What follows belongs to an exercise in optimizing a design on an open flow for small area; a production flow would make more cautious choices.
Only simulation tests tie the RTL to the original design; equivalence was not proved.
Power and IR drop assume default switching activity.

==> inputs of v23 <==
==> flow/design.v (excerpt) <==
module convolution #(parameter BW1=16, BW2=16)
  (input iCLK, iRSTn, iWren,
   input signed [7:0] iX,
   input [7:0] iWeight,
   input [4:0] iADDR,
   output signed [BW2-1:0] oPsum);
==> flow/config.mk <==
export PLATFORM = sky130hd
export DESIGN_NAME = convolution
export DESIGN_NICKNAME = convolution
export VERILOG_FILES = /design/flow/design.v
export SDC_FILE = /design/flow/constraint.sdc
export NUM_CORES = 4
export LEC_CHECK = 0
export CAP_MARGIN = 20
export CORE_MARGIN = 2
export CORE_UTILIZATION = 40
export SLEW_MARGIN = 20
export SYNTH_HIERARCHICAL = 1
==> flow/constraint.sdc <==
create_clock -name core_clock -period 6.0 [get_ports {iCLK}]
set_input_delay 1.2000 -clock core_clock [delete_from_list [all_inputs] [get_ports {iCLK}]]
set_output_delay 1.2000 -clock core_clock [all_outputs]
set_load 0.01 [all_outputs]
standard.sh (not shown) runs the stock make flow with config.mk's settings and CLKGATE_MAP_FILE= SYNTH_SCRIPT=/design/flow/synth_recipe.tcl, a recipe that flattens the netlist after the stock synthesis.
==> flow/flow/run.sh <==
#!/bin/bash
set -euo pipefail
export CTS_ARGS="-sink_clustering_enable -repair_clock_nets -dont_use_dummy_load -buf_list sky130_fd_sc_hd__clkbuf_4"
bash standard.sh > flow_standard.log 2>&1
==> inputs of v18, as changes to v23 <==
==> flow/flow/run.sh (replaced) <==
#!/bin/bash
set -euo pipefail
export CTS_ARGS="-sink_clustering_enable -repair_clock_nets -dont_use_dummy_load -buf_list sky130_fd_sc_hd__clkbuf_8 -sink_clustering_size 14 -sink_clustering_max_diameter 60"
bash standard.sh > flow_standard.log 2>&1
--- a/flow/config.mk
+++ b/flow/config.mk
@@ -7,6 +7,6 @@
 export LEC_CHECK = 0
-export CAP_MARGIN = 20
+export CAP_MARGIN = 0
 export CORE_MARGIN = 2
 export CORE_UTILIZATION = 40
-export SLEW_MARGIN = 20
+export SLEW_MARGIN = 0
 export SYNTH_HIERARCHICAL = 1
==> inputs of v37, as changes to v23 <==
==> flow/flow/run.sh (replaced) <==
#!/bin/bash
set -euo pipefail
export CTS_ARGS="-sink_clustering_enable -repair_clock_nets -dont_use_dummy_load -buf_list sky130_fd_sc_hd__clkbuf_8 -sink_clustering_size 14 -sink_clustering_max_diameter 60"
bash standard.sh > flow_standard.log 2>&1
==> comparison <==
Combinational power is about the same in v37 and v18.
Against v37, the maximum frequency of v23 is lower by 0.20%.
In global-route usage, v37 and v18 do not differ.
v23 ran to the end with no violations. v37 ran to the end with no violations. v18 finished clean.
Clock skew is the same in v37 and v18.
In cell area, v37 and v18 do not differ.
In clock power, v37 and v18 hardly differ.
Worst hold slack: v18 is lower than v23 (130 ps).

========
==> inputs of run E <==
Another version of the RTL of convolution (not shown whole).
==> flow/config.mk <==
export PLATFORM = sky130hd
export DESIGN_NAME = convolution
export DESIGN_NICKNAME = convolution
export VERILOG_FILES = /design/flow/design.v
export SDC_FILE = /design/flow/constraint.sdc
export NUM_CORES = 4
export LEC_CHECK = 0
export CAP_MARGIN = 20
export CORE_MARGIN = 2
export CORE_UTILIZATION = 40
export SLEW_MARGIN = 20
export SYNTH_HIERARCHICAL = 1
==> flow/constraint.sdc <==
create_clock -name core_clock -period 6.0 [get_ports {iCLK}]
set_input_delay 1.2000 -clock core_clock [delete_from_list [all_inputs] [get_ports {iCLK}]]
set_output_delay 1.2000 -clock core_clock [all_outputs]
set_load 0.01 [all_outputs]
==> flow/flow/run.sh <==
#!/bin/bash
set -euo pipefail
export CTS_ARGS="-sink_clustering_enable -repair_clock_nets -dont_use_dummy_load -buf_list sky130_fd_sc_hd__clkbuf_8 -sink_clustering_size 14 -sink_clustering_max_diameter 60"
bash standard.sh > flow_standard.log 2>&1
==> run R (differences from run E) <==
==> flow/flow/run.sh (replaced) <==
#!/bin/bash
# The standard layout with two changes:
#  - after the standard synthesis, every combinational cell is swapped for the
#    smallest variant of its kind (same function and pins); the placement and
#    timing repairs later upsize what timing needs;
#  - clock tree synthesis adds no dummy loads and builds the tree from
#    clkbuf_8 cells over small sink clusters.
set -euo pipefail
export CTS_ARGS="-sink_clustering_enable -repair_clock_nets -dont_use_dummy_load -buf_list sky130_fd_sc_hd__clkbuf_8 -sink_clustering_size 14 -sink_clustering_max_diameter 60"
RES="$PWD/orfs/results/$FLOW_PLATFORM/convolution/base"
bash standard.sh synth > flow_synth.log 2>&1
cp "$RES/1_2_yosys.v" "$RES/1_2_yosys.std.v"
python3 flow/downsize.py "$FLOW_HOME/platforms/$FLOW_PLATFORM/lib/sky130_fd_sc_hd__tt_025C_1v80.lib" \
  "$RES/1_2_yosys.std.v" "$RES/1_2_yosys.v" > flow_downsize.log 2>&1
rm -f "$RES/1_synth.odb" "$RES/1_synth.sdc"
bash standard.sh > flow_standard.log 2>&1
==> flow/flow/downsize.py (new file) <==
#!/usr/bin/env python3
"""Rewrite a mapped sky130hd netlist so that every combinational cell uses the
smallest-area variant of its kind (same function and pins). Flip-flops, clock
cells and tie cells are left alone. Usage: downsize.py LIB IN.v OUT.v"""
import re, sys
lib, src, dst = sys.argv[1:4]
area, pins, cur = {}, {}, None
for l in open(lib):
    m = re.match(r'\s*cell\s*\(\s*"?(sky130_fd_sc_hd__\w+)"?\s*\)', l)
    if m:
        cur = m.group(1); pins[cur] = []
        continue
    m = re.match(r'\s*area\s*:\s*([\d.]+)', l)
    if m and cur and cur not in area:
        area[cur] = float(m.group(1))
    m = re.match(r'\s*pin\s*\(\s*"?(\w+)"?\s*\)', l)
    if m and cur:
        pins[cur].append(m.group(1))
skip = re.compile(r'__(df|edf|sdf|sedf|dl|clk|conb|tap|fill|decap|diode|probe|lpflow|ebuf|einv|macro|fa_|fah|ha_)')
best = {}
for c in area:
    m = re.match(r'(sky130_fd_sc_hd__\w+?)_(\d+)$', c)
    if not m or skip.search(c):
        continue
    base = m.group(1)
    if base not in best or area[c] < area[best[base]]:
        best[base] = c
t = open(src).read()
n = [0]
def rep(m):
    c = m.group(1)
    mm = re.match(r'(sky130_fd_sc_hd__\w+?)_(\d+)$', c)
    if mm and mm.group(1) in best and not skip.search(c):
        b = best[mm.group(1)]
        if b != c and sorted(pins[b]) == sorted(pins[c]):
            n[0] += 1
            return b + m.group(2)
    return m.group(0)
t = re.sub(r'^(\s*sky130_fd_sc_hd__\w+)(\s)', lambda m: rep(re.match(r'\s*(sky130_fd_sc_hd__\w+)(\s)', m.group(0))) if False else m.group(0), t, flags=re.M)
out = []
for line in t.split('\n'):
    m = re.match(r'^(\s*)(sky130_fd_sc_hd__\w+)(\s.*)$', line)
    if m:
        c = m.group(2)
        mm = re.match(r'(sky130_fd_sc_hd__\w+?)_(\d+)$', c)
        if mm and mm.group(1) in best and not skip.search(c):
            b = best[mm.group(1)]
            if b != c and sorted(pins[b]) == sorted(pins[c]):
                n[0] += 1
                line = m.group(1) + b + m.group(3)
    out.append(line)
open(dst, 'w').write('\n'.join(out))
print(f'downsized {n[0]} cells', file=sys.stderr)
==> run Z (differences from run E) <==
==> flow/flow/run.sh (replaced) <==
#!/bin/bash
set -euo pipefail
export CTS_ARGS="-sink_clustering_enable -repair_clock_nets -dont_use_dummy_load -buf_list sky130_fd_sc_hd__clkbuf_8 -sink_clustering_size 16 -sink_clustering_max_diameter 70"
bash standard.sh > flow_standard.log 2>&1
==> run_results.csv <==
group,metric,value,unit
finish,clkbuf_count,136,
worst_setup_path,slowest_stage,"a2111oi_0",
run_status,status,"finished clean",
routing,vias,40990,
power,pg_seq,0.0114,W
finish,final-nonclk-buf-share,0.01078,
grt,grt.total_usage,0.2260,
# the run above: run R

==> run_results.csv <==
group,metric,value,unit
run_status,status,"finished clean",
worst_setup_path,worst-path-stages,9,
cts,clk_path_buf_depth,3,
worst_setup_path,r2r-end,"CS2_7_0",
synthesis,synth_nets,7151,
power,pg_seq,0.0113,W
routing,vias,40710,
worst_setup_path,slowest_stage,"clkdlybuf4s50_1",
finish,fin_area,76130,um^2
timing,max_freq,178.6,MHz
place,dpl_cell_area,74600,um^2
finish,final-nonclk-buf-share,0.01091,
grt,grt.total_usage,0.2155,
# the run above: run Z

==> run_results.csv <==
group,metric,value,unit
worst_setup_path,slowest_stage,"clkdlybuf4s50_1",
worst_setup_path,critPathMaxFanout,15,
grt,grt.total_usage,0.2164,
routing,vias,40740,
run_status,status,"finished clean",
finish,clkbuf_count,130,
cts,post_cts_resized,0,
finish,final-nonclk-buf-share,0.01087,
synthesis,synth_cell_types,66,
power,pg_seq,0.0113,W
# the run above: run E

-- static timing again, ports no longer ideal --
Ports are ideal in the flow. The routed layouts listed here were re-timed in OpenROAD.
Step 1, drivers: a clkbuf_16 drives iCLK and a buf_2 each remaining input, both assumed.
Step 2 also shifts input and output timing later by t, the mid clock arrival at the registers, as if the neighbouring blocks saw the same clock.
a / b / c = no drivers / after step 1 / after step 2; a / b = the first two.
run	t (ns)	setup slack, ns	worst data-port slew with drivers (ns)
v23	1.383	0.311 / 0.311 / 0.242	0.13
v18	0.919	0.323 / 0.323 / 0.323	0.21
v37	0.919	0.323 / 0.323 / 0.323	0.21
run E	0.930	0.413 / 0.342 / 0.461	0.12
run R	0.932	0.277 / 0.194 / 0.309	0.11
run Z	0.875	0.400 / 0.329 / 0.461	0.12
After both steps setup and hold are still met in every run listed. The setup slack of v23, which loses most, moves by 0.000 ns with the drivers and by -0.069 ns with both steps.
